This design comes from an exercise in tuning for small area and a short achievable clock period on the open sky130 flow, not from production work. In this exercise RTL edits were held to simulation tests only and were not proved equivalent to the original. No activity file was given, so power comes from the tool's default toggle rates.

File: design/flow/design.v
module CLA_adder (x, y, s, cout, c23);
  input  [23:0] x, y;
  output [23:0] s;
  output cout;
  output c23;           
  wire [23:0] h = x ^ y;
  wire [23:0] a = x & y;
  wire [23:0] o = x | y;
  wire [5:0] g, p;
  genvar j;
  generate
    for (j = 0; j < 6; j = j + 1) begin : gp
      assign g[j] = a[4*j+3] | (a[4*j+2] & o[4*j+3]) | (a[4*j] & o[4*j+3] & o[4*j+2]);
      assign p[j] = &o[4*j+3:4*j];
    end
  endgenerate
  wire [6:0] c;
  assign c[0] = 1'b0;
  assign c[1] = g[0];
  assign c[2] = g[1] | (p[1] & g[0]);
  wire   g30 = g[3] | (p[3] & g[2]);
  wire   p30 = p[3] & p[2];
  assign c[3] = g[2] | (p[2] & c[2]);
  assign c[4] = g30 | (p30 & c[2]);
  assign c[5] = g[4] | (p[4] & c[4]);
  wire   g54 = g[5] | (p[5] & g[4]);
  wire   p54 = p[5] & p[4];
  assign c[6] = g54 | (p54 & c[4]);
  assign cout = c[6];
  generate
    for (j = 0; j < 6; j = j + 1) begin : sm
      wire ci = c[j];
      wire k0 = ci;
      wire k1 = a[4*j]   | (h[4*j] & ci);
      wire k2 = a[4*j+1] | (h[4*j+1] & a[4*j]) | (h[4*j+1] & h[4*j] & ci);
      wire k3 = a[4*j+2] | (h[4*j+2] & a[4*j+1]) | (h[4*j+2] & h[4*j+1] & a[4*j])
              | (h[4*j+2] & h[4*j+1] & h[4*j] & ci);
      assign s[4*j+3:4*j] = h[4*j+3:4*j] ^ {k3, k2, k1, k0};
      if (j == 5) begin : top
        assign c23 = k3;
      end
    end
  endgenerate
endmodule
module fpa_with_regisers (clk, reset, en, inputA, inputB, result, OF);
  input clk, reset, en;
  input [31:0] inputA, inputB;
  output [31:0] result;
  output OF;
  wire [59:0] st_in;
  wire        ofa_in;
  reg  [59:0] st;      
  reg         ofa;     
  reg         fresh;
  wire [34:0] pr_in;
  reg  [34:0] pr;      
  fpa_align al (.A(inputA), .B(inputB), .st(st_in), .ofa(ofa_in));
  always @(posedge clk) begin
    if (en)
      st <= st_in;
    if (reset) begin
      ofa   <= 1'b0;
      fresh <= 1'b1;
    end else if (en) begin
      ofa   <= ofa_in;
      fresh <= 1'b0;
    end
    if (reset | (en & fresh))
      pr <= 35'd0;
    else if (en)
      pr <= pr_in;
  end
  fpa_add  ad (.st(st), .ofa(ofa), .pr(pr_in), .OF(OF));
  fpa_norm nm (.pr(pr), .O(result));
endmodule
module fpa_align (A, B, st, ofa);
  input  [31:0] A, B;
  output [59:0] st;
  output ofa;
  wire [7:0]  ea_raw = A[30:23];
  wire [7:0]  eb_raw = B[30:23];
  wire        ha = |ea_raw;
  wire        hb = |eb_raw;
  wire        a_zero = ~ha & ~|A[22:0];
  wire        b_zero = ~hb & ~|B[22:0];
  wire        sel_a = (&ea_raw) | b_zero;
  wire        sel_b = (&eb_raw) | a_zero;
  wire [7:0]  ea = {ea_raw[7:1], ea_raw[0] | ~ha};
  wire [7:0]  eb = {eb_raw[7:1], eb_raw[0] | ~hb};
  wire        sub = A[31] ^ B[31];
  wire        swap = (A[30:0] <= B[30:0]) & ~sel_a;
  wire [7:0]  e_big   = swap ? eb_raw : ea_raw;
  wire [23:0] m_big   = swap ? {hb, B[22:0]} : {ha, A[22:0]};
  wire [23:0] m_small = swap ? {ha, A[22:0]} ^ {24{sub}} : {hb, B[22:0]} ^ {24{sub}};
  wire        h_small = swap ? ha : hb;
  wire        sign    = swap ? B[31] : A[31];
  wire [8:0]  dab = {1'b0, ea} - {1'b0, eb};
  wire [7:0]  dba = eb - ea;
  wire [7:0]  d   = dab[8] ? dba : dab[7:0];
  wire        eqexp = (ea == eb);
  wire        far = (|d[7:5]) | (d[4] & d[3]);    
  wire [47:0] ext = {{24{sub}}, m_small} >> d[4:0];
  wire [23:0] y   = far ? {24{sub}} : ext[23:0];
  wire        y23 = sub ^ (eqexp & h_small);
  assign ofa = ~(m_big[23] ^ y23);
  assign st = {sel_a | sel_b, sign, eqexp & ~sub, sub, e_big, m_big, y};
endmodule
module fpa_add (st, ofa, pr, OF);
  input  [59:0] st;
  input  ofa;
  output [34:0] pr;
  output OF;
  wire        special = st[59];
  wire        sign    = st[58];
  wire        shr_eq  = st[57];
  wire        sub     = st[56];
  wire [7:0]  e_raw   = st[55:48];
  wire [23:0] x       = st[47:24];
  wire [23:0] y       = st[23:0];
  wire [7:0]  e_big   = {e_raw[7:1], e_raw[0] | ~x[23]};
  wire [23:0] s;
  wire        cout, c23;
  CLA_adder add (.x(x), .y(y), .s(s), .cout(cout), .c23(c23));
  assign OF = ofa & (x[23] ^ c23);
  wire        shr = shr_eq | (~sub & cout);
  reg  [4:0]  z;
  integer i;
  always @(*) begin
    z = 5'd0;
    for (i = 0; i <= 22; i = i + 1)
      if (s[i]) z = 5'd22 - i[4:0];
  end
  wire        norm = ~s[23] & (|s[22:3]);
  wire [22:0] sc = {s[21:0], 1'b0} << {z[4:3], 3'b000};
  reg [7:0]  o_e;
  reg [22:0] o_m;
  reg [2:0]  o_z;
  always @(*) begin
    o_z = 3'd0;
    if (special) begin
      o_e = e_raw;
      o_m = x[22:0];
    end else if (shr) begin
      o_e = e_big + 8'd1;
      o_m = s[23:1];
    end else if (norm) begin
      o_e = e_big - 8'd1 - {3'd0, z};
      o_m = sc;
      o_z = z[2:0];
    end else begin
      o_e = e_big;
      o_m = s[22:0];
    end
  end
  assign pr = {sign, o_e, o_m, o_z};
endmodule
module fpa_norm (pr, O);
  input  [34:0] pr;
  output [31:0] O;
  assign O = {pr[34:26], pr[25:3] << pr[2:0]};
endmodule
File: design/flow/flow/run.sh
#!/bin/bash
# Layout flow: the standard ORFS flow, with two settings changed:
#  - no full/half-adder cell extraction in synthesis (ABC maps the arithmetic);
#  - repair_timing aims for a setup slack margin that matches the period this
#    design can reach rather than the design's much longer clock period.
# The SDC, the clock period and every other step are the standard flow's own.
set -uo pipefail
bash standard.sh ADDER_MAP_FILE= SETUP_SLACK_MARGIN=6.0 finish > standard.log 2>&1
File: design/flow/standard.sh
#!/bin/bash
# synth_recipe.tcl (not shown) runs the flow's synth.tcl, then flattens the netlist and writes it again
# the make line also repeats each setting of config.mk as NAME=value (left out here)
make -C /OpenROAD-flow-scripts/flow DESIGN_CONFIG=/design/flow/config.mk WORK_HOME=/design/flow/orfs CLKGATE_MAP_FILE= SYNTH_SCRIPT=/design/flow/synth_recipe.tcl "${@:-finish}"
File: design/flow/config.mk
export PLATFORM = sky130hd
export DESIGN_NAME = fpa_with_regisers
export DESIGN_NICKNAME = fpa_with_regisers
export VERILOG_FILES = /design/flow/design.v
export SDC_FILE = /design/flow/constraint.sdc
export NUM_CORES = 4
export LEC_CHECK = 0
export ABC_AREA = 1
export CAP_MARGIN = 20
export CORE_MARGIN = 2
export CORE_UTILIZATION = 45
export SLEW_MARGIN = 20
File: design/flow/constraint.sdc
create_clock -name core_clock -period 11.0 [get_ports {clk}]
set_input_delay 2.2000 -clock core_clock [delete_from_list [all_inputs] [get_ports {clk}]]
set_output_delay 2.2000 -clock core_clock [all_outputs]
set_load 0.01 [all_outputs]
==> results of run 1 <==
-- cells in the final DEF, fill, tap and decap left out, types with 7 or more instances in the layout --
| cell | instances |
|---|---|
| a21oi_1 | 106 |
| a21oi_2 | 7 |
| a31oi_1 | 10 |
| buf_12 | 7 |
| buf_4 | 93 |
| clkbuf_16 | 10 |
| clkbuf_2 | 32 |
| clkdlybuf4s50_1 | 35 |
| clkinvlp_4 | 9 |
| dfxtp_1 | 36 |
| dlymetal6s2s_1 | 14 |
| edfxtp_1 | 60 |
| inv_1 | 124 |
| inv_2 | 48 |
| mux2i_1 | 7 |
| nand2_1 | 402 |
| nand2_2 | 40 |
| nand2_4 | 9 |
| nand2_8 | 7 |
| nand3_1 | 153 |
| nand3_2 | 85 |
| nand3b_1 | 7 |
| nand4_1 | 14 |
| nor2_1 | 114 |
| nor2_2 | 19 |
| nor2_4 | 27 |
| nor3_1 | 13 |
| nor4_1 | 14 |
| o211ai_1 | 30 |
| o21ai_0 | 148 |
| o21ai_1 | 20 |
| o21ai_2 | 12 |
| or2_1 | 17 |
| xnor2_1 | 8 |
| xor2_1 | 11 |
-- how the worst max path moves through the flow --
| stage | end | slack, ns | startpoint |
|---|---|---|---|
| after floorplan | st[0]$_DFFE_PP_ | 6.06 | inputA[18] |
| after global placement | st[9]$_DFFE_PP_ | 3.64 | inputA[23] |
| after detailed placement | st[9]$_DFFE_PP_ | 4.08 | inputB[23] |
| after CTS | st[9]$_DFFE_PP_ | 6.00 | inputB[30] |
| final | st[9]$_DFFE_PP_ | 6.02 | inputB[26] |
| after global routing | st[9]$_DFFE_PP_ | 5.95 | inputA[9] |
-- where the power goes --
group	switching, mW	internal (mW)
logic	0.738	0.417
clock network	0.151	0.181
registers	0.0334	0.439
total	0.923	1.04
-- per-layer routing --
| layer | GRT usage | vias to the layer above | routed length [microns] |
|---|---|---|---|
| met1 | 0.390 | 5584 | 15700 |
| met3 | 0.0381 | 124 | 2370 |
| met4 | 0.123 | 0 | 1980 |
| met2 | 0.525 | 521 | 18100 |
| met5 | 0 | - | 0 |
| li1 | - | 6042 | - |
-- worst max-delay path, cell delays in order --
cell and delay (ns):
clkbuf_2 0.13, nor4_1 0.28, nand2_1 0.15, buf_4 0.16
buf_4 0.12, buf_4 0.12, buf_4 0.15, nor2_4 0.14
a32oi_4 0.16, buf_12 0.24, nand2_8 0.12, o21ai_2 0.07
or2_1 0.27, nand3_2 0.10, nand3_2 0.10, nand3_2 0.08
nand2_2 0.07, o211ai_1 0.32, nand2_1 0.09
-- flip-flops by register name, summed over array words and instances, names as in the netlist --
name and cells:
st 60, pr 35, fresh 1, ofa 1
-- layout make-up --
class | instances | share of cell area
repair buffers | 208 | 0.136
diodes | 1 | 0.000184
clock inverters | 7 | 0.00636
repair inverters | 3 | 0.00148
well taps | 285 | 0.0263
inverters | 182 | 0.0531
multi-input cells | 1346 | 0.573
clock buffers | 9 | 0.0166
flip-flops and latches | 97 | 0.187
-- synth_stat cells (11+ instances only) --
cell type	instances	area share
a21oi_1	112	0.055
nand3_1	237	0.12
buf_2	12	0.0059
or2_1	17	0.010
nor3_1	14	0.0069
a31oi_1	11	0.0068
nor4_1	17	0.010
dfxtp_1	37	0.073
nand4_1	14	0.0086
buf_4	11	0.0081
o211ai_1	30	0.022
nand2_2	13	0.0080
xor2_1	13	0.011
inv_1	171	0.063
edfxtp_1	60	0.18
nor2_1	148	0.054
o21ai_1	32	0.016
clkbuf_1	60	0.022
o21ai_0	152	0.075
nand2_1	433	0.16
-- what timing repair did --
action | in CTS | in global routing
endpoints found under the hold margin | 0 | 0
cloned | 12 | 5
setup endpoints to repair | 59 | 39
pin swaps | 59 | 94
gates resized for setup | 190 | 291
buffers inserted | 54 | 37
-- cells by family after synthesis --
group | synth area share
flip-flops | 0.249
XOR/XNOR | 0.0228
AND/OR/NAND/NOR | 0.409
AO/OA/AOI/OAI | 0.203
buffers and inverters | 0.106
multiplexers | 0.0101
==> results.ini, run 1 <==
[place]
pre_cts_ws_ns=4.08
routabilityCongestion=0.970
post_dp_cell_area_sq_um=11300
portBuffers=99
dp.cells=2013
hpwlAfterDp_microns=27200

[sta]
hold_viol=0
min_period_ns=4.98
tns_ns=0
finalCritPeriodShare=0.453
fin_skew_ns=0.0147
hold_ws_ns=0.452
relSlewSlack=0.434
grt_setup_unrepaired=false
max_freq_ghz=0.201
setup_violations=0
layout_setup_ws_ns=6.02
tightest_slew_ns=0.845
drv_slew=0

[pwr]
p_total_mw=1.96
p_leak_nw=6.04
ir_worst_vdd_uv=97.7
p_per_area_nw_per_um2=144

[clock_tree]
cts_tree=yes
cts_buffers=9
clk_pin_slew_ns=0.08
h-tree-depth=3
insertion_delay_ns=0.36
clkSinkCount=97
cts-root-buf=clkbuf_16
clockBufferDepth=2
cts_hold_buf=0

[setup_path]
path_class=input pin to flop
endpoint_kind=flop
critPathArrivalTime_ns=5.09
r2r_cells=29
r2r_slack_ns=7.09
r2r-start=st[26]$_DFFE_PP_
start_kind=input pin
critPathMaxFanout=7
r2r-end=pr[31]$_SDFFE_PP0P_
required_ns=11.11

[final_layout]
regArea_sq_um=2540
utilization=0.605
drive_gt1_frac=0.258
nets=1914
area_growth_pct=33.1
fillers=2205
multiInputGateArea_sq_um=7770
finalInstanceArea_sq_um=13600
instances_no_fill=2138

[detailed_routing]
drt-pass1-iter-count=6
drc_errors=0
routed_wl_microns=38100
ant_nets=0
dr.first_iter.drc_count=1196
vias=12271
via_per_inst=5.74
post_drt_wl_per_cell_microns=17.8

[synthesis]
synth_flop_cell=edfxtp_1
async_reset_ff_frac=0
syn_area_per_cell_sq_um=5.99
synth_cells=1703
synth_cell_type_count=57
syn_area_sq_um=10200
seq_area_frac_synth=0.249
ys_ff_latch=97
yosysWarnings=2
synth-edff-count=60
synth_nets=1770

[status]
outcome=complete, no violations

[global_routing]
globalRouteOverflowTotal=0
grt_pass1_vias=11039
grt_pass1_wl_microns=58000
antenna_found_initial=2
grt_use_total=0.305
grt_max_degree=60

[floorplan]
core_area_sq_um=22400
initial_utilization=0.454
dieArea_sq_um=23900
die_w_microns=155
num_rows=55
ioPinCount=100
die_y_microns=155

[hold_path]
hp-class=flop to flop
worstHoldEndpoint=fresh$_SDFFE_PP1P_
worstHoldPathCells=2
worstHoldStart=fresh$_SDFFE_PP1P_

[run]
drv_cap=0

==> run 2, diff against run 1 <==
--- a/design/flow/design.v
+++ b/design/flow/design.v
@@ -54,4 +54,4 @@
   reg         fresh;
-  wire [34:0] pr_in;
-  reg  [34:0] pr;      
+  wire [31:0] res_in;
+  reg  [31:0] result_r;
   fpa_align al (.A(inputA), .B(inputB), .st(st_in), .ofa(ofa_in));
@@ -68,8 +68,8 @@
     if (reset | (en & fresh))
-      pr <= 35'd0;
+      result_r <= 32'd0;
     else if (en)
-      pr <= pr_in;
+      result_r <= res_in;
   end
-  fpa_add  ad (.st(st), .ofa(ofa), .pr(pr_in), .OF(OF));
-  fpa_norm nm (.pr(pr), .O(result));
+  fpa_add  ad (.st(st), .ofa(ofa), .O(res_in), .OF(OF));
+  assign result = result_r;
 endmodule
@@ -107,6 +107,6 @@
 endmodule
-module fpa_add (st, ofa, pr, OF);
+module fpa_add (st, ofa, O, OF);
   input  [59:0] st;
   input  ofa;
-  output [34:0] pr;
+  output [31:0] O;
   output OF;
@@ -133,8 +133,6 @@
   wire        norm = ~s[23] & (|s[22:3]);
-  wire [22:0] sc = {s[21:0], 1'b0} << {z[4:3], 3'b000};
+  wire [22:0] sc = {s[21:0], 1'b0} << z;
   reg [7:0]  o_e;
   reg [22:0] o_m;
-  reg [2:0]  o_z;
   always @(*) begin
-    o_z = 3'd0;
     if (special) begin
@@ -148,3 +146,2 @@
       o_m = sc;
-      o_z = z[2:0];
     end else begin
@@ -154,8 +151,3 @@
   end
-  assign pr = {sign, o_e, o_m, o_z};
+  assign O = {sign, o_e, o_m};
 endmodule
-module fpa_norm (pr, O);
-  input  [34:0] pr;
-  output [31:0] O;
-  assign O = {pr[34:26], pr[25:3] << pr[2:0]};
-endmodule
--- a/design/flow/config.mk
+++ b/design/flow/config.mk
@@ -10,3 +10,4 @@
 export CORE_MARGIN = 2
-export CORE_UTILIZATION = 45
+export CORE_UTILIZATION = 30
 export SLEW_MARGIN = 20
+export SYNTH_HIERARCHICAL = 1
==> results.ini, run 2 <==
[sta]
fin_skew_ns=0.0193  ; +0.00461 ns
min_period_ns=4.98  ; +0.00375 ns
hold_viol=0  ; unchanged
tightest_slew_ns=0.935  ; +0.0900 ns
grt_setup_unrepaired=true
setup_violations=0  ; unchanged
hold_ws_ns=0.460  ; +0.00838 ns
max_freq_ghz=0.201  ; about the same
relSlewSlack=0.375  ; -0.0590
finalCritPeriodShare=0.453  ; about the same
drv_slew=0  ; unchanged
tns_ns=0  ; unchanged

[run]
drv_cap=0  ; unchanged

[place]
portBuffers=99  ; unchanged
routabilityCongestion=0.971  ; +0.12%
hpwlAfterDp_microns=31800  ; +17%

[global_routing]
grt_pass1_vias=11885  ; +7.7%
grt_use_total=0.221  ; -0.0848
grt_max_degree=78  ; +30%
globalRouteOverflowTotal=0  ; unchanged
grt_pass1_wl_microns=66200  ; +14%
antenna_found_initial=1  ; -1

[final_layout]
area_growth_pct=28.5
n_antenna_cell=0  ; -1
final_cell_mix=nand2_1 (605), nand3_1 (301), inv_1 (156)
nets=2069  ; +8.1%
drive_gt1_frac=0.187  ; -0.0708
top_regs=st: 60 flops, result_r: 32 flops
final_common_cell=nand2_1
largest_reg_flops=60  ; unchanged
top_register=st
fillers=3882  ; +76%

[floorplan]
initial_utilization=0.302  ; -0.152
dieArea_sq_um=38200  ; +60%
ioPinCount=100  ; unchanged
num_rows=70  ; +27%
core_area_sq_um=36300  ; +62%
die_y_microns=195  ; +26%
die_w_microns=195  ; +26%

[setup_path]
start_kind=input pin
path_class=input pin to flop
setup.worst_path.end=st[3]$_DFFE_PP_
critPathLaunch=inputA[22]
required_ns=11.12  ; about the same
critPathMaxFanout=7  ; unchanged
r2r_slack_ns=6.54  ; -0.55 ns
r2r-end=result_r[20]$_SDFFE_PP0P_
r2r_cells=24  ; -17%
endpoint_kind=flop
critPathArrivalTime_ns=5.10  ; about the same
r2r-start=st[24]$_DFFE_PP_

[pwr]
ir_worst_vdd_uv=74.8  ; -23%
p_per_area_nw_per_um2=169  ; +17%
p_leak_nw=6.72  ; +11%

[synthesis]
synth_cell_type_count=52  ; -8.8%
async_reset_ff_frac=0  ; unchanged
ys_top_cells_by_area=nand2_1 (21%), nand3_1 (17%), edfxtp_1 (16%), dfxtp_1 (6.2%), inv_1 (5.8%)
synth_compound_area_frac=0.127  ; -0.0753
synthMuxAreaShare=0.00103  ; -0.00904
yosys.area.top_type_share=0.213  ; +0.0365
syn_area_sq_um=11000  ; +7.7%
synth_top_family_by_area=simple AND/OR/NAND/NOR gates
syn_area_per_cell_sq_um=5.81  ; -2.9%
synth_xor_area_frac=0.0287  ; +0.00588
yosysWarnings=8  ; +6
synth-edff-count=60  ; unchanged
synth_area_leader_cell=nand2_1
yosysMostFrequentCell=nand2_1
seq_area_frac_synth=0.226  ; -0.0234
synth_common_cells=nand2_1 (624), nand3_1 (383), inv_1 (170), nor2_1 (131), a21oi_1 (72)
synth_nets=1956  ; +11%
ys_ff_latch=94  ; -3.1%
synth_cells=1889  ; +11%
synthSimpleGateAreaFrac=0.504  ; +0.0946
yosys.area_share.adder=0  ; unchanged
synth_flop_cell=edfxtp_1

[detailed_routing]
via_per_inst=5.40  ; -5.9%
ant_nets=0  ; unchanged
drt-pass1-iter-count=8  ; +2
routed_wl_microns=44900  ; +18%
dr.first_iter.drc_count=1481  ; +24%
post_drt_wl_per_cell_microns=18.1  ; +1.7%
vias=13374  ; +9.0%
drc_errors=0  ; unchanged

[clock_tree]
clkSinkCount=94  ; -3.1%
cts_hold_buf=0  ; unchanged
clockBufferDepth=2  ; unchanged
insertion_delay_ns=0.37  ; about the same
cts-root-buf=clkbuf_16
cts_buffers=9  ; unchanged
cts_tree=yes
clk_pin_slew_ns=0.08  ; about the same
h-tree-depth=3  ; unchanged

[hold_path]
hp-class=flop to flop

[status]
outcome=complete, no violations

-- run 2: changes by cell type in the layout (fill, tap and decap cells not counted), moves of 17 or more --
cell             change
o21ai_0             -90
xor2_1              +17
nand3_1            +148
inv_1               +32
a21oi_2             +29
nand2_1            +203
buf_4               -34
dlymetal6s2s_1      +17
a21oi_1             -35
clkbuf_2            -32
clkdlybuf4s50_1     +30
-- run 2: area by class of cell --
cell class	count	area [sq um]	area share
repair buffers	162	1580	0.112
flip-flops and latches	94	2480	0.176
inverters	203	818	0.0580
repair inverters	3	33.8	0.00239
well taps	468	586	0.0415
clock buffers	10	229	0.0162
clock inverters	6	91.3	0.00647
multi-input cells	1529	8290	0.588
-- run 2: how the worst min path moves through the flow --
stage	slack, ns	endpoint	startpoint	cells past startpoint
floorplan	0.46	fresh$_SDFFE_PP1P_	fresh$_SDFFE_PP1P_	2
global placement	0.45	result_r[31]$_SDFFE_PP0P_	result_r[31]$_SDFFE_PP0P_	2
detailed placement	0.45	result_r[31]$_SDFFE_PP0P_	result_r[31]$_SDFFE_PP0P_	2
CTS	0.46	result_r[31]$_SDFFE_PP0P_	result_r[31]$_SDFFE_PP0P_	2
global route	0.49	result_r[31]$_SDFFE_PP0P_	result_r[31]$_SDFFE_PP0P_	2
finish	0.46	result_r[31]$_SDFFE_PP0P_	result_r[31]$_SDFFE_PP0P_	2
-- run 2: layer usage --
layer,global-route usage,vias up,share of wire
met5,0,-,0
met4,0.0967,0,0.052
met3,0.0282,159,0.065
met2,0.372,567,0.47
met1,0.283,6150,0.42
li1,-,6498,-
-- run 2: cells by family after synthesis --
group / count (synthesis)
and+or+nand+nor: 1247
buffers and inverters: 285
xor gates and xnor gates: 36
muxes: 1
AOI/OAI and AO/OA: 226
DFF: 94
-- run 2: critical path, cell delays in order --
cell	delay, ns
clkdlybuf4s50_1	0.66
xnor2_2	0.17
nand2_1	0.10
nor2_2	0.17
nand3_2	0.12
inv_1	0.08
nand4_1	0.11
buf_6	0.18
nand2_8	0.16
buf_4	0.14
nand3_1	0.10
nand2_1	0.10
nand2_1	0.10
nand3_2	0.13
nand3_1	0.11
nand3_2	0.12
nand3_1	0.12
nand3_1	0.13
nand3_1	0.09
-- run 2: repair_timing --
action | in CTS | in global routing
pin swaps | 10 | 59
gates cloned | 12 | 10
endpoints found under the setup margin | 54 | 63
gates resized for setup | 38 | 196
setup buffers | 8 | 46
endpoints found under the hold margin | 0 | 0
-- run 2: stage by stage --
step	std cells	utilization	setup slack (ns)	total power [mW]	instance area, sq um
4_1_cts	2419	0.354	5.99	2.25	12900
3_3_place_gp	2383	0.335	4.75	1.86	12200
2_1_floorplan	1889	-	6.68	1.50	11000
3_5_place_dp	2383	0.335	4.76	1.85	12200
6_report	2475	0.388	6.02	2.38	14100
5_1_grt	2475	0.388	5.92	2.57	14100
-- run 2: Yosys stat by module (local to each module, per instance) --
module / cells inside / area (sq um) / times used / flip-flops and latches
fpa_with_regisers: 209 / 3140 / 1 / 94
CLA_adder: 244 / 1100 / 1 / 0
fpa_add: 541 / 2500 / 1 / 0
fpa_align: 895 / 4250 / 1 / 0
-- run 2: where the power goes --
part	internal, mW	switching (mW)
clock	0.201	0.150
sequential	0.429	0.0322
combinational	0.498	1.07
==> run 3, diff against run 2 <==
--- a/design/flow/flow/run.sh
+++ b/design/flow/flow/run.sh
@@ -7,2 +7,2 @@
 set -uo pipefail
-bash standard.sh ADDER_MAP_FILE= SETUP_SLACK_MARGIN=6.0 finish > standard.log 2>&1
+bash standard.sh ADDER_MAP_FILE= SETUP_SLACK_MARGIN=5.5 finish > standard.log 2>&1
--- a/design/flow/config.mk
+++ b/design/flow/config.mk
@@ -12,2 +12 @@
 export SLEW_MARGIN = 20
-export SYNTH_HIERARCHICAL = 1
==> results.ini, run 3 <==
[status]
outcome=complete, no violations

[sta]
grt_setup_unrepaired=true
min_period_ns=5.37  ; +0.388 ns
max_freq_ghz=0.186  ; -7.2%
hold_ws_ns=0.457  ; -0.00293 ns
drv_slew=0  ; unchanged
relSlewSlack=0.325  ; -0.0503
hold_viol=0  ; unchanged
tns_ns=0  ; unchanged
finalCritPeriodShare=0.488  ; +0.0353
tightest_slew_ns=1.01  ; +0.0744 ns
setup_violations=0  ; unchanged
fin_skew_ns=0.0145  ; -0.00480 ns

[final_layout]
top_register=st
top_regs=st: 60 flops, result_r: 32 flops
n_antenna_cell=0  ; unchanged
utilization=0.380  ; -0.00803
final_cell_mix=nand2_1 (515), nand3_1 (232), inv_1 (174)
drive_gt1_frac=0.115  ; -0.0725
final_common_cell=nand2_1
area_growth_pct=25.2
largest_reg_flops=60  ; unchanged
nets=1908  ; -7.8%

[clock_tree]
clockBufferDepth=2  ; unchanged
cts_tree=yes
clk_pin_slew_ns=0.07  ; about the same
insertion_delay_ns=0.36  ; about the same
cts-root-buf=clkbuf_16
cts_hold_buf=0  ; unchanged
clkSinkCount=94  ; unchanged
cts_buffers=9  ; unchanged
h-tree-depth=3  ; unchanged

[detailed_routing]
via_per_inst=5.23  ; -3.2%
drc_errors=0  ; unchanged
drt-pass1-iter-count=8  ; unchanged
ant_nets=0  ; unchanged
routed_wl_microns=37700  ; -16%
dr.first_iter.drc_count=1126  ; -24%
post_drt_wl_per_cell_microns=16.4  ; -9.5%
vias=11996  ; -10%

[place]
hpwlAfterDp_microns=27700  ; -13%
portBuffers=99  ; unchanged
routabilityCongestion=0.935  ; -3.6%

[floorplan]
ioPinCount=100  ; unchanged
die_w_microns=188  ; -3.9%
dieArea_sq_um=35300  ; -7.6%
die_y_microns=188  ; -3.9%
core_area_sq_um=33400  ; -8.2%
num_rows=67  ; -4.3%
initial_utilization=0.304  ; +0.00151

[setup_path]
critPathMaxFanout=29  ; +22
endpoint_kind=flop
start_kind=input pin
critPathArrivalTime_ns=5.46  ; +0.36 ns
crit_slowest_cell=clkdlybuf4s50_1
cp_cell_sequence=clkdlybuf4s50_1 -> inv_1 -> nand4_1 -> nor2_4 -> nor2_4 -> nand2_2 -> a21oi_2 -> o21ai_1 -> nand2_1 -> nand2_4 -> buf_4 -> mux2i_1 -> xor2_1 -> buf_6 -> clkinvlp_4 -> nand2_1 -> nand2_1 -> nand2_1 -> nand2_1 -> nand2_1 -> nand3_1
required_ns=11.09  ; -0.03 ns
path_class=input pin to flop
slowest_delay_ns=0.44  ; -0.22 ns
path_common_cell=nand2_1

[synthesis]
ys_ff_latch=94  ; unchanged
synth_common_cells=nand2_1 (521), nand3_1 (239), inv_1 (191), nor2_1 (180), o21ai_0 (121)
synth_flop_cell=edfxtp_1
yosysWarnings=2  ; -6
synth_nets=1815  ; -7.2%
async_reset_ff_frac=0  ; unchanged
syn_area_per_cell_sq_um=5.80  ; -0.31%
yosys.area.top_type_share=0.193  ; -0.0202
synth_cell_type_count=55  ; +5.8%
synth_area_leader_cell=nand2_1
synth_cells=1748  ; -7.5%
ys_top_cells_by_area=nand2_1 (19%), edfxtp_1 (18%), nand3_1 (12%), inv_1 (7.1%), dfxtp_1 (6.7%)
syn_area_sq_um=10100  ; -7.7%
synth-edff-count=60  ; unchanged
seq_area_frac_synth=0.245  ; +0.0190
yosysMostFrequentCell=nand2_1

[global_routing]
grt_pass1_wl_microns=56200  ; -15%
globalRouteOverflowTotal=0  ; unchanged
grt_pass1_vias=10503  ; -12%
grt_use_total=0.199  ; -0.0221
grt_max_degree=60  ; -23%
antenna_found_initial=0  ; -1

[pwr]
p_leak_nw=6.15  ; -8.4%
p_total_mw=2.16  ; -9.5%
p_per_area_nw_per_um2=170  ; +0.68%
ir_worst_vdd_uv=84.5  ; +13%

[run]
drv_cap=0  ; unchanged

[hold_path]
hp-class=flop to flop

-- run 3: cell types whose count changed after synthesis, sizes merged, moves of 4 or more --
cell / delta
nand3: -146
nand2: -117
o21ai: +48
nor2: +44
buf: -25
clkbuf: +12
xor2: +11
nand3b: +8
mux2i: +7
or2: +7
nand4: -5
nor4: +5
o221ai: -4
-- run 3: layout make-up --
| class | instances | area, sq um |
|---|---|---|
| clock buffer | 11 | 233 |
| tap | 448 | 561 |
| inverter | 203 | 779 |
| clock inverter | 5 | 67.6 |
| timing repair buffer | 145 | 1570 |
| sequential | 94 | 2480 |
| fill | 3636 | 20700 |
| timing repair inverter | 4 | 30.0 |
| multi-input combinational | 1384 | 6960 |
-- run 3: logic make-up (layout without fill, tap and decap cells) --
kind of cell	after synthesis	in the layout	synth area share
AO/OA/AOI/OAI	283	283	0.153
buffers and inverters	272	368	0.104
AND/OR/NAND/NOR	1045	1047	0.447
flip-flops	94	94	0.245
multiplexers	8	8	0.00803
XOR/XNOR	46	46	0.0438
-- run 3: per-stage QoR --
stage | cell area, sq um | instances | setup WS (ns)
floorplan | 10100 | 1748 | 6.01
finish | 12700 | 2294 | 5.63
global route | 12700 | 2294 | 5.46
CTS | 12100 | 2274 | 5.50
detailed placement | 11500 | 2236 | 4.04
global placement | 11500 | 2236 | 4.13
-- run 3: final timing paths --
check                     startpoint  cells past startpoint  slack (ns)                  endpoint
setup / recovery          inputA[25]                     21        5.63           st[2]$_DFFE_PP_
hold / removal    fresh$_SDFFE_PP1P_                      2        0.46        fresh$_SDFFE_PP1P_
setup reg to reg    st[28]$_DFFE_PP_                     23        6.13  result_r[1]$_SDFFE_PP0P_
hold reg to reg   fresh$_SDFFE_PP1P_                      2        0.46        fresh$_SDFFE_PP1P_
-- run 3: worst max-delay path: cells and delay by family --
family / cells / cell delay, ns
xor+xnor: 1 / 0.21
compound gates: 2 / 0.23
mux: 1 / 0.24
buf+inv: 5 / 1.23
simple gates: 12 / 1.32
-- run 3: repair_timing --
action,4_1_cts,5_1_grt
setup endpoints to repair,47,26
setup buffers,17,11
cloned,5,9
pin swaps,7,20
resized for setup,37,142
-- run 3: power breakdown --
group / internal, mW / switching [mW]
logic: 0.443 / 0.923
clock network: 0.180 / 0.148
registers: 0.429 / 0.0340
total: 1.05 / 1.10
-- run 3: per-layer routing --
layer,up-vias,track usage,part of all wire
li1,5944,-,-
met1,5445,0.269,0.44
met2,536,0.343,0.47
met3,71,0.0135,0.059
met4,0,0.0509,0.026
met5,-,0,0
==> run 4, diff against run 3 <==
--- a/design/flow/config.mk
+++ b/design/flow/config.mk
@@ -12 +12,2 @@
 export SLEW_MARGIN = 20
+export SYNTH_HIERARCHICAL = 1
==> results.ini, run 4 <==
[global_routing]
grt_pass1_wl_microns=63700  ; +13%
grt_pass1_vias=11560  ; +10%
grt_use_total=0.212  ; +0.0130
grt_max_degree=78  ; +30%
globalRouteOverflowTotal=0  ; unchanged
antenna_found_initial=0  ; unchanged

[setup_path]
start_kind=input pin
endpoint_kind=flop
r2r-end=result_r[20]$_SDFFE_PP0P_
path_delay_family=simple AND/OR/NAND/NOR gates
crit_slowest_cell=clkdlybuf4s50_1
critPathMaxFanout=24  ; -17%
r2r_slack_ns=6.09  ; -0.04 ns
r2r_cells=22  ; -4.3%
path_class=input pin to flop
required_ns=11.10  ; about the same
path_buf_inv=2  ; -3
path_common_cell=nand2_1
cp_cell_sequence=clkdlybuf4s50_1 -> inv_1 -> nand2_1 -> nand2_1 -> nor2_1 -> nand2_1 -> nor2_1 -> nand2_1 -> nand2_1 -> nand2_1 -> nand2_2 -> nand2_8 -> nand2_4 -> nand2_1 -> nand3_1 -> nand3_1 -> nand3_1 -> nand2_1 -> nand2_1 -> nand3_1 -> nand3_1 -> nand3_1
r2r-start=st[30]$_DFFE_PP_
slowest_delay_ns=0.55  ; +0.11 ns
critPathArrivalTime_ns=5.42  ; -0.04 ns

[synthesis]
synth_cells=1889  ; +8.1%
async_reset_ff_frac=0  ; unchanged
syn_area_per_cell_sq_um=5.81  ; +0.31%
syn_area_sq_um=11000  ; +8.4%
yosysMostFrequentCell=nand2_1
yosysWarnings=8  ; +6
seq_area_frac_synth=0.226  ; -0.0190
ys_top_cells_by_area=nand2_1 (21%), nand3_1 (17%), edfxtp_1 (16%), dfxtp_1 (6.2%), inv_1 (5.8%)
ys_ff_latch=94  ; unchanged
synth_flop_cell=edfxtp_1
yosys.area.top_type_share=0.213  ; +0.0202
synth_common_cells=nand2_1 (624), nand3_1 (383), inv_1 (170), nor2_1 (131), a21oi_1 (72)
synth_cell_type_count=52  ; -5.5%
synth_area_leader_cell=nand2_1
synth-edff-count=60  ; unchanged
synth_nets=1956  ; +7.8%

[final_layout]
final_common_cell=nand2_1
top_register=st
instances_no_fill=2414  ; +5.2%
n_antenna_cell=0  ; unchanged
final_cell_mix=nand2_1 (622), nand3_1 (383), inv_1 (170)
top_regs=st: 60 flops, result_r: 32 flops
area_growth_pct=15.9
finalInstanceArea_sq_um=12700  ; +0.30%
nets=2008  ; +5.2%
drive_gt1_frac=0.0920  ; -0.0229
largest_reg_flops=60  ; unchanged
fillers=3962  ; +9.0%

[clock_tree]
clkSinkCount=94  ; unchanged
h-tree-depth=3  ; unchanged
insertion_delay_ns=0.37  ; about the same
cts_tree=yes
clockBufferDepth=2  ; unchanged
cts_buffers=9  ; unchanged
cts-root-buf=clkbuf_16
clk_pin_slew_ns=0.07  ; about the same

[detailed_routing]
vias=12740  ; +6.2%
routed_wl_microns=41800  ; +11%
drt-pass1-iter-count=6  ; -2
ant_nets=0  ; unchanged
via_per_inst=5.28  ; +0.92%
dr.first_iter.drc_count=1126  ; unchanged
post_drt_wl_per_cell_microns=17.3  ; +5.6%
drc_errors=0  ; unchanged

[pwr]
ir_worst_vdd_uv=75.3  ; -11%
p_leak_nw=5.93  ; -3.7%
p_per_area_nw_per_um2=177  ; +4.1%

[sta]
setup_violations=0  ; unchanged
tns_ns=0  ; unchanged
drv_slew=0  ; unchanged
max_freq_ghz=0.188  ; +1.0%
min_period_ns=5.32  ; -0.0556 ns
finalCritPeriodShare=0.483  ; -0.00505
grt_setup_unrepaired=false
tightest_slew_ns=0.907  ; -0.103 ns
relSlewSlack=0.390  ; +0.0648
hold_viol=0  ; unchanged
fin_skew_ns=0.0173  ; +0.00281 ns

[place]
dp.cells=2383  ; +6.6%
routabilityCongestion=0.971  ; +3.8%
post_dp_cell_area_sq_um=12200  ; +5.9%
hpwlAfterDp_microns=31800  ; +15%
portBuffers=99  ; unchanged

[floorplan]
dieArea_sq_um=38200  ; +8.2%
initial_utilization=0.302  ; -0.00151
die_w_microns=195  ; +4.0%
core_area_sq_um=36300  ; +8.9%
num_rows=70  ; +4.5%
ioPinCount=100  ; unchanged
die_y_microns=195  ; +4.0%

[hold_path]
worstHoldPathCells=2  ; unchanged
hp-class=flop to flop
worstHoldStart=result_r[31]$_SDFFE_PP0P_
worstHoldEndpoint=result_r[31]$_SDFFE_PP0P_

[status]
outcome=complete, no violations

[run]
drv_cap=0  ; unchanged

==> run 4: area by class of cell <==
cell class	count	area, sq um	area share
clock buffers	10	229	0.0180
repair buffers	115	1140	0.0893
inverters	203	782	0.0614
multi-input cells	1518	7420	0.583
clock inverters	6	91.3	0.00718
well taps	468	586	0.0460
flip-flops and latches	94	2480	0.195
==> run 4: how the worst max path moves through the flow <==
stage               startpoint          endpoint  cells after the start
finish              inputA[14]   st[0]$_DFFE_PP_                     22
detailed placement  inputA[25]  st[22]$_DFFE_PP_                     26
global route        inputA[14]   st[6]$_DFFE_PP_                     24
floorplan           inputA[30]  st[13]$_DFFE_PP_                     21
global placement     inputB[7]  st[22]$_DFFE_PP_                     24
CTS                 inputA[23]   st[1]$_DFFE_PP_                     21
==> run 4: per-module statistics from Yosys (local to each module, per instance) <==
module	cells	flops+latches	copies in the design	area, sq um
fpa_align	895	0	1	4250
fpa_with_regisers	209	94	1	3140
fpa_add	541	0	1	2500
CLA_adder	244	0	1	1100
==> run 4: timing repair <==
action / in CTS / in global routing
hold buffers: 0 / 0
gates resized for setup: 4 / 16
cloned: 2 / 6
pin swaps: 3 / 7
setup endpoints to repair: 23 / 23
buffers inserted: 1 / 6
==> run 4: power breakdown <==
part | internal, mW | switching (mW) | total [mW]
Sequential | 0.429 | 0.0331 | 0.462
Clock | 0.201 | 0.149 | 0.351
Combinational | 0.445 | 0.995 | 1.44
==> run 4: routing by layer <==
metal,vias to the layer above,GRT usage,share of wire,routed length [microns]
met5,-,0,0,0
met4,0,0.0763,0.037,1560
met3,84,0.0264,0.066,2750
met2,529,0.359,0.47,19500
met1,5789,0.276,0.43,18000
li1,6338,-,-,-
==> run 4: per-stage QoR <==
stage | util | power (mW) | worst slack, ns | hold slack (ns)
after floorplan | - | 1.50 | 6.68 | 0.461
after global placement | 0.335 | 1.86 | 4.75 | 0.450
after detailed placement | 0.335 | 1.85 | 4.76 | 0.454
after CTS | 0.345 | 2.22 | 5.50 | 0.464
after global routing | 0.350 | 2.44 | 5.48 | 0.486
final | 0.350 | 2.25 | 5.68 | 0.460
==> run 4: logic make-up (layout without fill, tap and decap cells) <==
kind of cell	Yosys count	in the layout	share of synthesized area
buffers and inverters	285	334	0.113
and+or+nand+nor	1247	1255	0.504
xor gates and xnor gates	36	36	0.0287
DFF	94	94	0.226
muxes	1	1	0.00103
AOI/OAI and AO/OA	226	226	0.127
==> run 4: tightest hold or removal path: stages (launching register included) <==
cell and delay (ns):
dfxtp_1 0.31, nand2_1 0.06, a21oi_1 0.05
==> run 5, diff against run 4 <==
==> design/flow/flow/run.sh (replaced) <==
#!/bin/bash
# Layout flow: the standard ORFS flow (standard.sh), with these settings changed:
#  - no full/half-adder cell extraction in synthesis (ABC maps the arithmetic);
#  - repair_timing aims for a setup slack margin of 5.5 ns, which matches the
#    period this design can reach rather than the design's much longer clock
#    period (the SDC and clock period are the standard flow's own);
#  - the delay cells (clkdlybuf4s*, dlygate*, dlymetal*) are added to the
#    platform's don't-use list, so that port buffers and repair use real buffers.
# The make output goes to standard.log; ORFS keeps each step's log under orfs/logs.
set -uo pipefail
DONT_USE="sky130_fd_sc_hd__probe_p_8 sky130_fd_sc_hd__probec_p_8 sky130_fd_sc_hd__lpflow_bleeder_1 sky130_fd_sc_hd__lpflow_clkbufkapwr_1 sky130_fd_sc_hd__lpflow_clkbufkapwr_16 sky130_fd_sc_hd__lpflow_clkbufkapwr_2 sky130_fd_sc_hd__lpflow_clkbufkapwr_4 sky130_fd_sc_hd__lpflow_clkbufkapwr_8 sky130_fd_sc_hd__lpflow_clkinvkapwr_1 sky130_fd_sc_hd__lpflow_clkinvkapwr_16 sky130_fd_sc_hd__lpflow_clkinvkapwr_2 sky130_fd_sc_hd__lpflow_clkinvkapwr_4 sky130_fd_sc_hd__lpflow_clkinvkapwr_8 sky130_fd_sc_hd__lpflow_decapkapwr_12 sky130_fd_sc_hd__lpflow_decapkapwr_3 sky130_fd_sc_hd__lpflow_decapkapwr_4 sky130_fd_sc_hd__lpflow_decapkapwr_6 sky130_fd_sc_hd__lpflow_decapkapwr_8 sky130_fd_sc_hd__lpflow_inputiso0n_1 sky130_fd_sc_hd__lpflow_inputiso0p_1 sky130_fd_sc_hd__lpflow_inputiso1n_1 sky130_fd_sc_hd__lpflow_inputiso1p_1 sky130_fd_sc_hd__lpflow_inputisolatch_1 sky130_fd_sc_hd__lpflow_isobufsrc_1 sky130_fd_sc_hd__lpflow_isobufsrc_16 sky130_fd_sc_hd__lpflow_isobufsrc_2 sky130_fd_sc_hd__lpflow_isobufsrc_4 sky130_fd_sc_hd__lpflow_isobufsrc_8 sky130_fd_sc_hd__lpflow_isobufsrckapwr_16 sky130_fd_sc_hd__lpflow_lsbuf_lh_hl_isowell_tap_1 sky130_fd_sc_hd__lpflow_lsbuf_lh_hl_isowell_tap_2 sky130_fd_sc_hd__lpflow_lsbuf_lh_hl_isowell_tap_4 sky130_fd_sc_hd__lpflow_lsbuf_lh_isowell_4 sky130_fd_sc_hd__lpflow_lsbuf_lh_isowell_tap_1 sky130_fd_sc_hd__lpflow_lsbuf_lh_isowell_tap_2 sky130_fd_sc_hd__lpflow_lsbuf_lh_isowell_tap_4 sky130_fd_sc_hd__clkdlybuf4s15_1 sky130_fd_sc_hd__clkdlybuf4s15_2 sky130_fd_sc_hd__clkdlybuf4s18_1 sky130_fd_sc_hd__clkdlybuf4s18_2 sky130_fd_sc_hd__clkdlybuf4s25_1 sky130_fd_sc_hd__clkdlybuf4s25_2 sky130_fd_sc_hd__clkdlybuf4s50_1 sky130_fd_sc_hd__clkdlybuf4s50_2 sky130_fd_sc_hd__dlygate4sd1_1 sky130_fd_sc_hd__dlygate4sd2_1 sky130_fd_sc_hd__dlygate4sd3_1 sky130_fd_sc_hd__dlymetal6s2s_1 sky130_fd_sc_hd__dlymetal6s4s_1 sky130_fd_sc_hd__dlymetal6s6s_1"
bash standard.sh ADDER_MAP_FILE= SETUP_SLACK_MARGIN=5.5 "DONT_USE_CELLS=$DONT_USE" finish > standard.log 2>&1
==> results.ini, run 5 <==
[sta]
min_period_ns=5.35  ; +0.0317 ns
grt_setup_unrepaired=false
tns_ns=0  ; unchanged
setup_violations=0  ; unchanged
finalCritPeriodShare=0.486  ; +0.00288
drv_slew=0  ; unchanged
tightest_slew_ns=1.08  ; +0.173 ns
hold_viol=0  ; unchanged
max_freq_ghz=0.187  ; -0.59%
fin_skew_ns=0.0105  ; -0.00682 ns
relSlewSlack=0.280  ; -0.110

[setup_path]
path_common_cell=nand2_1
critPathArrivalTime_ns=5.55  ; +0.13 ns
cp_cell_sequence=buf_1 -> inv_1 -> nand3_1 -> nor4_1 -> a22oi_4 -> buf_1 -> nand3_1 -> nand3_1 -> nand3_1 -> nand2_1 -> nand2_1 -> nand3_1 -> nand2_1 -> nand2_1 -> nand2_1 -> nand2_1 -> nand2_1
endpoint_kind=flop
path_delay_family=simple AND/OR/NAND/NOR gates
required_ns=11.20  ; +0.10 ns
path_class=input pin to flop
slowest_delay_ns=0.90  ; +0.35 ns
crit_slowest_cell=nor4_1
path_buf_inv=3  ; +1
start_kind=input pin
critPathMaxFanout=14  ; -42%

[global_routing]
grt_pass1_vias=11471  ; -0.77%
antenna_found_initial=0  ; unchanged
grt_pass1_wl_microns=62700  ; -1.6%
grt_use_total=0.208  ; -0.00392
globalRouteOverflowTotal=0  ; unchanged
grt_max_degree=99  ; +27%

[place]
hpwlAfterDp_microns=32100  ; +0.99%
portBuffers=99  ; unchanged
routabilityCongestion=1.00  ; +3.3%

[synthesis]
synth_area_leader_cell=nand2_1
synth_cells=1889  ; unchanged
yosysWarnings=8  ; unchanged
syn_area_per_cell_sq_um=5.81  ; unchanged
seq_area_frac_synth=0.226  ; unchanged
synth_flop_cell=edfxtp_1
ys_top_cells_by_area=nand2_1 (21%), nand3_1 (17%), edfxtp_1 (16%), dfxtp_1 (6.2%), inv_1 (5.8%)
synth_cell_type_count=52  ; unchanged
ys_ff_latch=94  ; unchanged
yosysMostFrequentCell=nand2_1
synth-edff-count=60  ; unchanged
syn_area_sq_um=11000  ; unchanged
synth_common_cells=nand2_1 (624), nand3_1 (383), inv_1 (170), nor2_1 (131), a21oi_1 (72)
yosys.area.top_type_share=0.213  ; unchanged
synth_nets=1956  ; unchanged
async_reset_ff_frac=0  ; unchanged

[clock_tree]
clkSinkCount=94  ; unchanged
cts_hold_buf=0  ; unchanged
cts_setup_buffers=0  ; -1
cts_buffers=9  ; unchanged
cts-root-buf=clkbuf_16
clockBufferDepth=2  ; unchanged
insertion_delay_ns=0.36  ; about the same
h-tree-depth=3  ; unchanged
clk_pin_slew_ns=0.07  ; about the same
cts_tree=yes

[floorplan]
core_area_sq_um=36300  ; unchanged
die_y_microns=195  ; unchanged
initial_utilization=0.302  ; unchanged
dieArea_sq_um=38200  ; unchanged
die_w_microns=195  ; unchanged
num_rows=70  ; unchanged
ioPinCount=100  ; unchanged

[final_layout]
n_antenna_cell=0  ; unchanged
drive_gt1_frac=0.0832  ; -0.00874
top_register=st
fillers=4092  ; +3.3%
area_growth_pct=8.58
utilization=0.328  ; -0.0221
top_regs=st: 60 flops, result_r: 32 flops
regArea_sq_um=2480  ; unchanged
nets=1996  ; -0.60%
largest_reg_flops=60  ; unchanged
final_cell_mix=nand2_1 (624), nand3_1 (383), inv_1 (170)
multiInputGateArea_sq_um=7330  ; -1.2%
final_common_cell=nand2_1

[detailed_routing]
wl_met3_microns=2580  ; -6.2%
met1Wirelength_microns=18000  ; about the same
ant_nets=0  ; unchanged
post_drt_wl_per_cell_microns=17.0  ; -2.1%
dr_wl_met2_microns=18600  ; -4.5%
drc_errors=0  ; unchanged
drt-pass1-iter-count=6  ; unchanged
dr.first_iter.drc_count=1352  ; +20%
vias=12732  ; -0.063%
via_per_inst=5.30  ; +0.44%
routed.top_layer=met4
routed_wl_microns=40800  ; -2.6%

[pwr]
switching_share=0.530  ; +0.00718
comb_power_share=0.632  ; -0.007
power.switching_mw=1.17  ; -0.77%
ir_worst_vdd_uv=86.5  ; +15%
internal_power_mw=1.04  ; -3.6%
p_per_area_nw_per_um2=185  ; +4.5%
clkPwrFrac=0.157  ; about the same
p_leak_nw=5.58  ; -5.8%
p_seq_frac=0.211  ; +0.006

[hold_path]
hp-class=flop to flop

[run]
drv_cap=0  ; unchanged

[status]
outcome=complete, no violations

[run 5: cell types whose count changed in the layout (fill, tap and decap cells not counted), sizes merged]
cell,delta
buf,+88
clkinvlp,-1
clkbuf,+7
inv,-1
nand2,-4
bufinv,-2
clkdlybuf4s50,-97
dlymetal6s2s,-1
a22oi,+1
nor2,-2
[run 5: what timing repair did]
item / in CTS / in global routing
resized for setup: 1 / 3
pin swaps: 0 / 2
endpoints found under the setup margin: 2 / 22
cloned: 0 / 3
endpoints found under the hold margin: 0 / 0
[run 5: worst paths after layout]
kind / startpoint / to / slack [ns] / depth (start not counted)
setup reg to reg: st[26]$_DFFE_PP_ / result_r[20]$_SDFFE_PP0P_ / 6.00 / 24
setup / recovery: inputB[1] / st[20]$_DFFE_PP_ / 5.65 / 17
hold / removal: result_r[18]$_SDFFE_PP0P_ / result_r[18]$_SDFFE_PP0P_ / 0.47 / 2
hold reg to reg: result_r[18]$_SDFFE_PP0P_ / result_r[18]$_SDFFE_PP0P_ / 0.47 / 2
[run 5: logic make-up after synthesis]
family / count (synthesis) / share of synthesized area
xor+xnor: 36 / 0.0287
mux: 1 / 0.00103
flops: 94 / 0.226
simple gates: 1247 / 0.504
compound gates: 226 / 0.127
buf+inv: 285 / 0.113
[run 5: area by class of cell]
cell class / count / area share
repair buffers: 108 / 0.0346
well taps: 468 / 0.0491
flip-flops and latches: 94 / 0.208
clock buffers: 14 / 0.0275
multi-input cells: 1513 / 0.615
clock inverters: 2 / 0.00115
inverters: 203 / 0.0646
[run 5: stage by stage]
stage	setup slack, ns	hold WS, ns	total power [mW]	area (sq um)	std cells
floorplan	6.68	0.461	1.50	11000	1889
global placement	5.06	0.454	1.83	11500	2383
detailed placement	5.07	0.459	1.83	11500	2383
CTS	5.56	0.469	2.18	11900	2399
global route	5.43	0.492	2.39	11900	2402
finish	5.65	0.466	2.20	11900	2402
[run 5: power by group through the flow]
stage / Clock [mW] / Sequential (mW) / Combinational (mW)
after floorplan: 0 / 0.460 / 1.04
after global placement: 0 / 0.472 / 1.36
after global routing: 0.373 / 0.469 / 1.55
after CTS: 0.359 / 0.465 / 1.36
after detailed placement: 0 / 0.472 / 1.35
final: 0.347 / 0.464 / 1.39
[run 5: Yosys stat by module, one instance, submodules excluded]
module | cells | cell area, sq um
fpa_align | 895 | 4250
fpa_with_regisers | 209 | 3140
fpa_add | 541 | 2500
CLA_adder | 244 | 1100
[run 5: tightest hold or removal path, stage by stage, from the launching register on]
cell	delay (ns)
dfxtp_1	0.31
nand2_1	0.07
a21oi_2	0.04
[run 5: layer usage]
layer | GRT usage | vias up
li1 | - | 6321
met1 | 0.281 | 5798
met2 | 0.338 | 528
met3 | 0.0231 | 85
met4 | 0.0820 | 0
met5 | 0 | -
==> run 6, diff against run 5 <==
--- a/design/flow/config.mk
+++ b/design/flow/config.mk
@@ -12,2 +12,2 @@
 export SLEW_MARGIN = 20
-export SYNTH_HIERARCHICAL = 1
+export SYNTH_HIERARCHICAL = 0
==> results.ini, run 6 <==
[status]
outcome=complete, no violations

[detailed_routing]
via_per_inst=5.18  ; -2.3%
drc_errors=0  ; unchanged
dr.first_iter.drc_count=1342  ; -0.74%
vias=11767  ; -7.6%
post_drt_wl_per_cell_microns=15.5  ; -8.8%
routed_wl_microns=35200  ; -14%
drt-pass1-iter-count=6  ; unchanged
ant_nets=0  ; unchanged

[final_layout]
final_cell_mix=nand2_1 (518), nand3_1 (235), inv_1 (189)
area_growth_pct=12.4
drive_gt1_frac=0.0690  ; -0.0142
instances_no_fill=2273  ; -5.4%
largest_reg_flops=60  ; unchanged
top_register=st
n_antenna_cell=0  ; unchanged
utilization=0.341  ; +0.0131
top_regs=st: 60 flops, result_r: 32 flops
nets=1887  ; -5.5%
final_common_cell=nand2_1

[setup_path]
path_class=input pin to flop
cp_cell_sequence=buf_1 -> nor4_1 -> a32oi_1 -> nand2_4 -> buf_2 -> nand2_1 -> o21ai_1 -> xor2_1 -> o21ai_1 -> nand2_1 -> nand3_1 -> nand3_1 -> nand2_1 -> o21ai_0 -> nand2_1
r2r_slack_ns=6.01  ; about the same
path_common_cell=nand2_1
crit_slowest_cell=nor4_1
required_ns=11.10  ; -0.10 ns
endpoint_kind=flop
path_buf_inv=2  ; -1
critPathMaxFanout=8  ; -6
path_delay_family=simple AND/OR/NAND/NOR gates
slowest_delay_ns=0.77  ; -0.13 ns
critPathArrivalTime_ns=5.51  ; -0.04 ns
start_kind=input pin

[synthesis]
ys_top_cells_by_area=nand2_1 (19%), edfxtp_1 (18%), nand3_1 (12%), inv_1 (7.1%), dfxtp_1 (6.7%)
synth_flop_cell=edfxtp_1
yosysMostFrequentCell=nand2_1
ys_ff_latch=94  ; unchanged
synth-edff-count=60  ; unchanged
yosysWarnings=2  ; -6
syn_area_sq_um=10100  ; -7.7%
async_reset_ff_frac=0  ; unchanged
synth_area_leader_cell=nand2_1
synth_cells=1748  ; -7.5%
syn_area_per_cell_sq_um=5.80  ; -0.31%
synth_nets=1815  ; -7.2%
yosys.area.top_type_share=0.193  ; -0.0202
seq_area_frac_synth=0.245  ; +0.0190
synth_common_cells=nand2_1 (521), nand3_1 (239), inv_1 (191), nor2_1 (180), o21ai_0 (121)
synth_cell_type_count=55  ; +5.8%

[sta]
grt_setup_unrepaired=false
layout_setup_ws_ns=5.59  ; -0.0607 ns
setup_violations=0  ; unchanged
finalCritPeriodShare=0.492  ; +0.00552
drv_slew=0  ; unchanged
max_freq_ghz=0.185  ; -1.1%
relSlewSlack=0.243  ; -0.0374
hold_viol=0  ; unchanged
tightest_slew_ns=1.14  ; +0.0562 ns
fin_skew_ns=0.0161  ; +0.00553 ns
min_period_ns=5.41  ; +0.0607 ns
tns_ns=0  ; unchanged

[place]
portBuffers=99  ; unchanged
pre_cts_ws_ns=4.05  ; -1.02 ns
hpwlAfterDp_microns=27100  ; -16%
dp.cells=2237  ; -6.1%
routabilityCongestion=0.942  ; -6.1%

[pwr]
clkPwrFrac=0.155  ; -0.002
internal_power_mw=0.973  ; -6.2%
comb_power_share=0.618  ; -0.014
p_leak_nw=5.31  ; -4.9%
power.switching_mw=1.08  ; -8.0%
switching_share=0.525  ; -0.00485
ir_worst_vdd_uv=87.3  ; +0.92%
p_total_mw=2.05  ; -7.1%
p_per_area_nw_per_um2=180  ; -2.7%
p_seq_frac=0.227  ; +0.016

[floorplan]
die_y_microns=188  ; -3.9%
initial_utilization=0.304  ; +0.00151
num_rows=67  ; -4.3%
core_area_sq_um=33400  ; -8.2%
die_w_microns=188  ; -3.9%
dieArea_sq_um=35300  ; -7.6%
ioPinCount=100  ; unchanged

[clock_tree]
cts_hold_buf=0  ; unchanged
h-tree-depth=3  ; unchanged
clk_pin_slew_ns=0.07  ; about the same
clockBufferDepth=2  ; unchanged
cts_tree=yes
cts_buffers=9  ; unchanged
insertion_delay_ns=0.36  ; about the same
clkSinkCount=94  ; unchanged
cts-root-buf=clkbuf_16

[global_routing]
antenna_found_initial=0  ; unchanged
grt_max_degree=47  ; -53%
grt_pass1_vias=10461  ; -8.8%
grt_pass1_wl_microns=54900  ; -12%
globalRouteOverflowTotal=0  ; unchanged
grt_use_total=0.192  ; -0.0159

[hold_path]
hp-class=flop to flop

[run]
drv_cap=0  ; unchanged

-- run 6: cell types whose count changed after synthesis, sizes merged, moves of 7 or more --
| cell | before | now |
|---|---|---|
| nand3b | 1 | 9 |
| nand2 | 661 | 544 |
| o21ai | 84 | 132 |
| clkbuf | 32 | 44 |
| or2 | 5 | 12 |
| xor2 | 29 | 40 |
| mux2i | 0 | 7 |
| nor2 | 143 | 187 |
| nand3 | 387 | 241 |
| buf | 50 | 25 |
-- run 6: area by class of cell --
class / instances / area [sq um]
clock buffer: 9 / 225
clock inverter: 7 / 72.6
fill: 3765 / 22000
inverter: 203 / 773
multi-input combinational: 1384 / 6720
sequential: 94 / 2480
tap: 448 / 561
timing repair buffer: 126 / 536
timing repair inverter: 2 / 15.0
-- run 6: logic make-up (layout without fill, tap and decap cells) --
logic type	count (synthesis)	in the layout	synth area share
flip-flops	94	94	0.245
AO/OA/AOI/OAI	283	283	0.153
XOR/XNOR	46	46	0.0438
buffers and inverters	272	347	0.104
AND/OR/NAND/NOR	1045	1047	0.447
multiplexers	8	8	0.00803
-- run 6: path summary, 6_finish.rpt --
check,startpoint,to,cells after the start
worst max-delay path,inputB[7],st[17]$_DFFE_PP_,15
worst max register to register,st[29]$_DFFE_PP_,result_r[1]$_SDFFE_PP0P_,23
worst min-delay path,fresh$_SDFFE_PP1P_,fresh$_SDFFE_PP1P_,2
worst min register to register,fresh$_SDFFE_PP1P_,fresh$_SDFFE_PP1P_,2
-- run 6: metrics by stage --
stage                     hold WS (ns)  instance area [sq um]
after floorplan                  0.419                  10100
after global placement           0.431                  10800
after detailed placement         0.434                  10800
after CTS                        0.452                  11200
after global routing             0.482                  11400
final                            0.452                  11400
-- run 6: worst reg2reg max path, delay by kind of cell (launching register included) --
family / cells / cell delay, ns
simple gates: 12 / 2.29
compound gates: 6 / 0.98
buf+inv: 4 / 0.90
xor+xnor: 1 / 0.26
flops: 1 / 0.46
-- run 6: routing by layer --
layer,wire (microns),global-route usage,vias up
met2,16000,0.314,445
met3,2060,0.0157,58
met1,16200,0.268,5363
met5,0,0,-
li1,-,-,5901
met4,934,0.0600,0
-- run 6: repair_timing --
action | in CTS | in global routing
gates resized for setup | 12 | 41
endpoints found under the setup margin | 38 | 24
gates cloned | 2 | 2
pin swaps | 1 | 10
setup buffers | 1 | 15
-- run 6: power by group through the flow --
stage | sequential, mW | clock (mW) | combinational, mW
CTS | 0.465 | 0.326 | 1.22
global placement | 0.473 | 0 | 1.21
floorplan | 0.460 | 0 | 0.936
global route | 0.470 | 0.339 | 1.41
finish | 0.465 | 0.318 | 1.26
detailed placement | 0.473 | 0 | 1.21
==> run 7, diff against run 6 <==
==> design/flow/flow/run.sh (replaced) <==
#!/bin/bash
# Layout flow: the standard ORFS flow (standard.sh), with these settings changed:
#  - no full/half-adder cell extraction in synthesis (ABC maps the arithmetic);
#  - repair_timing aims for a setup slack margin of 6.0 ns, which matches the
#    period this design can reach rather than the design's much longer clock
#    period (the SDC and clock period are the standard flow's own);
#  - the delay cells (clkdlybuf4s*, dlygate*, dlymetal*) are added to
#    the platform's don't-use list, so that port buffers and repair use real buffers.
# The make output goes to standard.log; ORFS keeps each step's log under orfs/logs.
set -uo pipefail
DONT_USE="sky130_fd_sc_hd__probe_p_8 sky130_fd_sc_hd__probec_p_8 sky130_fd_sc_hd__lpflow_bleeder_1 sky130_fd_sc_hd__lpflow_clkbufkapwr_1 sky130_fd_sc_hd__lpflow_clkbufkapwr_16 sky130_fd_sc_hd__lpflow_clkbufkapwr_2 sky130_fd_sc_hd__lpflow_clkbufkapwr_4 sky130_fd_sc_hd__lpflow_clkbufkapwr_8 sky130_fd_sc_hd__lpflow_clkinvkapwr_1 sky130_fd_sc_hd__lpflow_clkinvkapwr_16 sky130_fd_sc_hd__lpflow_clkinvkapwr_2 sky130_fd_sc_hd__lpflow_clkinvkapwr_4 sky130_fd_sc_hd__lpflow_clkinvkapwr_8 sky130_fd_sc_hd__lpflow_decapkapwr_12 sky130_fd_sc_hd__lpflow_decapkapwr_3 sky130_fd_sc_hd__lpflow_decapkapwr_4 sky130_fd_sc_hd__lpflow_decapkapwr_6 sky130_fd_sc_hd__lpflow_decapkapwr_8 sky130_fd_sc_hd__lpflow_inputiso0n_1 sky130_fd_sc_hd__lpflow_inputiso0p_1 sky130_fd_sc_hd__lpflow_inputiso1n_1 sky130_fd_sc_hd__lpflow_inputiso1p_1 sky130_fd_sc_hd__lpflow_inputisolatch_1 sky130_fd_sc_hd__lpflow_isobufsrc_1 sky130_fd_sc_hd__lpflow_isobufsrc_16 sky130_fd_sc_hd__lpflow_isobufsrc_2 sky130_fd_sc_hd__lpflow_isobufsrc_4 sky130_fd_sc_hd__lpflow_isobufsrc_8 sky130_fd_sc_hd__lpflow_isobufsrckapwr_16 sky130_fd_sc_hd__lpflow_lsbuf_lh_hl_isowell_tap_1 sky130_fd_sc_hd__lpflow_lsbuf_lh_hl_isowell_tap_2 sky130_fd_sc_hd__lpflow_lsbuf_lh_hl_isowell_tap_4 sky130_fd_sc_hd__lpflow_lsbuf_lh_isowell_4 sky130_fd_sc_hd__lpflow_lsbuf_lh_isowell_tap_1 sky130_fd_sc_hd__lpflow_lsbuf_lh_isowell_tap_2 sky130_fd_sc_hd__lpflow_lsbuf_lh_isowell_tap_4 sky130_fd_sc_hd__clkdlybuf4s15_1 sky130_fd_sc_hd__clkdlybuf4s15_2 sky130_fd_sc_hd__clkdlybuf4s18_1 sky130_fd_sc_hd__clkdlybuf4s18_2 sky130_fd_sc_hd__clkdlybuf4s25_1 sky130_fd_sc_hd__clkdlybuf4s25_2 sky130_fd_sc_hd__clkdlybuf4s50_1 sky130_fd_sc_hd__clkdlybuf4s50_2 sky130_fd_sc_hd__dlygate4sd1_1 sky130_fd_sc_hd__dlygate4sd2_1 sky130_fd_sc_hd__dlygate4sd3_1 sky130_fd_sc_hd__dlymetal6s2s_1 sky130_fd_sc_hd__dlymetal6s4s_1 sky130_fd_sc_hd__dlymetal6s6s_1"
bash standard.sh ADDER_MAP_FILE= SETUP_SLACK_MARGIN=6.0 "DONT_USE_CELLS=$DONT_USE" finish > standard.log 2>&1
==> results.ini, run 7 <==
[setup_path]
path_common_cell=nand3_1
critPathArrivalTime_ns=5.41  ; -0.10 ns
crit_slowest_cell=nor4_1
endpoint_kind=flop
path_buf_inv=3  ; +1
path_class=input pin to flop
r2r-start=st[27]$_DFFE_PP_
critPathMaxFanout=10  ; +2
critPathLaunch=inputB[0]
r2r_slack_ns=6.38  ; +0.37 ns
cp_cell_sequence=buf_1 -> nor4_1 -> a32oi_4 -> nand2_8 -> buf_12 -> nand2_4 -> o21ai_2 -> xor2_1 -> buf_1 -> nand2_1 -> nand3_1 -> nand3_2 -> nand3_1 -> nand3_2 -> nand3_1
path_delay_family=simple AND/OR/NAND/NOR gates
slowest_delay_ns=0.96  ; +0.19 ns
required_ns=11.22  ; +0.12 ns

[final_layout]
finalInstanceArea_sq_um=12500  ; +9.6%
top_regs=st: 60 flops, result_r: 32 flops
utilization=0.374  ; +0.0327
final_cell_mix=nand2_1 (493), nand3_1 (212), inv_1 (179)
drive_gt1_frac=0.152  ; +0.0831
nets=1948  ; +3.2%
largest_reg_flops=60  ; unchanged

[place]
post_dp_cell_area_sq_um=10800  ; unchanged
pre_cts_ws_ns=4.05  ; unchanged

[global_routing]
grt_pass1_wl_microns=56500  ; +3.0%
globalRouteOverflowTotal=0  ; unchanged
grt_use_total=0.198  ; +0.00599
grt_max_degree=47  ; unchanged
grt_pass1_vias=10822  ; +3.5%

[sta]
finalCritPeriodShare=0.473  ; -0.0190
max_freq_ghz=0.192  ; +4.0%
hold_viol=0  ; unchanged
grt_setup_unrepaired=true
drv_slew=0  ; unchanged
setup_violations=0  ; unchanged
relSlewSlack=0.254  ; +0.0114
fin_skew_ns=0.0159  ; -0.000137 ns
min_period_ns=5.20  ; -0.209 ns

[floorplan]
initial_utilization=0.304  ; unchanged
die_w_microns=188  ; unchanged
num_rows=67  ; unchanged
die_y_microns=188  ; unchanged

[detailed_routing]
ant_nets=0  ; unchanged
via_per_inst=5.24  ; +1.2%
post_drt_wl_per_cell_microns=15.8  ; +1.9%
drt-pass1-iter-count=6  ; unchanged
dr.first_iter.drc_count=1259  ; -6.2%
routed_wl_microns=36800  ; +4.6%
drc_errors=0  ; unchanged

[synthesis]
synth_common_cells=nand2_1 (521), nand3_1 (239), inv_1 (191), nor2_1 (180), o21ai_0 (121)
synth_cells=1748  ; unchanged
ys_top_cells_by_area=nand2_1 (19%), edfxtp_1 (18%), nand3_1 (12%), inv_1 (7.1%), dfxtp_1 (6.7%)
synth_area_leader_cell=nand2_1
synth-edff-count=60  ; unchanged
synth_nets=1815  ; unchanged
ys_ff_latch=94  ; unchanged
async_reset_ff_frac=0  ; unchanged
yosys.area.top_type_share=0.193  ; unchanged

[clock_tree]
clockBufferDepth=2  ; unchanged
cts-root-buf=clkbuf_16
clkSinkCount=94  ; unchanged
cts_buffers=9  ; unchanged

[hold_path]
worstHoldStart=fresh$_SDFFE_PP1P_
hp-class=flop to flop

[pwr]
p_leak_nw=5.74  ; +8.2%
p_total_mw=2.16  ; +5.6%
clkPwrFrac=0.147  ; -0.008
p_seq_frac=0.215  ; -0.012
power.switching_mw=1.13  ; +5.3%
comb_power_share=0.638  ; +0.020
internal_power_mw=1.03  ; +6.0%

[status]
outcome=complete, no violations

[run 7: cell count changes in the layout (fill, tap and decap cells not counted), moves of 15 or more]
cell	before	now
nand2_1	518	493
nand3_2	6	26
o21ai_0	107	90
nand2_2	23	39
nand3_1	235	212
buf_2	10	42
nor2_1	174	159
[run 7: cells by family after synthesis]
| group | count (synthesis) | share of synthesized area |
|---|---|---|
| compound gates | 283 | 0.153 |
| xor+xnor | 46 | 0.0438 |
| buf+inv | 272 | 0.104 |
| flops | 94 | 0.245 |
| mux | 8 | 0.00803 |
| simple gates | 1045 | 0.447 |
[run 7: area by class of cell]
type,instances,area [sq um]
tap,448,561
multi-input combinational,1387,7360
timing repair inverter,2,15.0
clock inverter,7,72.6
sequential,94,2480
fill,3647,20900
timing repair buffer,184,977
inverter,203,779
clock buffer,9,225
[run 7: metrics by stage]
| step | hold slack (ns) | cells |
|---|---|---|
| global route | 0.482 | 2334 |
| finish | 0.455 | 2334 |
| detailed placement | 0.434 | 2237 |
| global placement | 0.431 | 2237 |
| floorplan | 0.419 | 1748 |
| CTS | 0.452 | 2288 |
[run 7: layer usage]
layer,GRT usage,part of all wire
met1,0.270,0.44
met2,0.327,0.46
met3,0.0174,0.064
met4,0.0703,0.035
met5,0,0
[run 7: timing repair]
| action | in CTS | in global routing |
|---|---|---|
| resized for setup | 90 | 168 |
| pin swaps | 12 | 52 |
| cloned | 6 | 4 |
| setup buffers | 29 | 42 |
| endpoints found under the setup margin | 59 | 44 |
| endpoints found under the hold margin | 0 | 0 |
[run 7: path summary, 6_finish.rpt]
kind,end,cells after the start
worst max-delay path,st[2]$_DFFE_PP_,15
worst min register to register,fresh$_SDFFE_PP1P_,2
worst min-delay path,fresh$_SDFFE_PP1P_,2
worst max register to register,result_r[1]$_SDFFE_PP0P_,24
[run 7: tightest hold or removal path, delay by kind of cell, from the launching register on]
family | cells | cell delay (ns)
flops | 1 | 0.31
simple gates | 2 | 0.10
[run 7: power by group through the flow]
| stage | clock (mW) | combinational [mW] | sequential (mW) |
|---|---|---|---|
| 2_1_floorplan | 0 | 0.936 | 0.460 |
| 3_3_place_gp | 0 | 1.21 | 0.473 |
| 3_5_place_dp | 0 | 1.21 | 0.473 |
| 4_1_cts | 0.326 | 1.26 | 0.465 |
| 5_1_grt | 0.339 | 1.53 | 0.469 |
| 6_report | 0.318 | 1.38 | 0.464 |

Setup slack of run 7, layout unchanged: 5.801 ns with ideal ports, 5.819 ns with driving cells assumed (clock clkbuf_16, inputs buf_2), 5.426 ns with port delays also shifted by the 0.393 ns mid clock arrival.
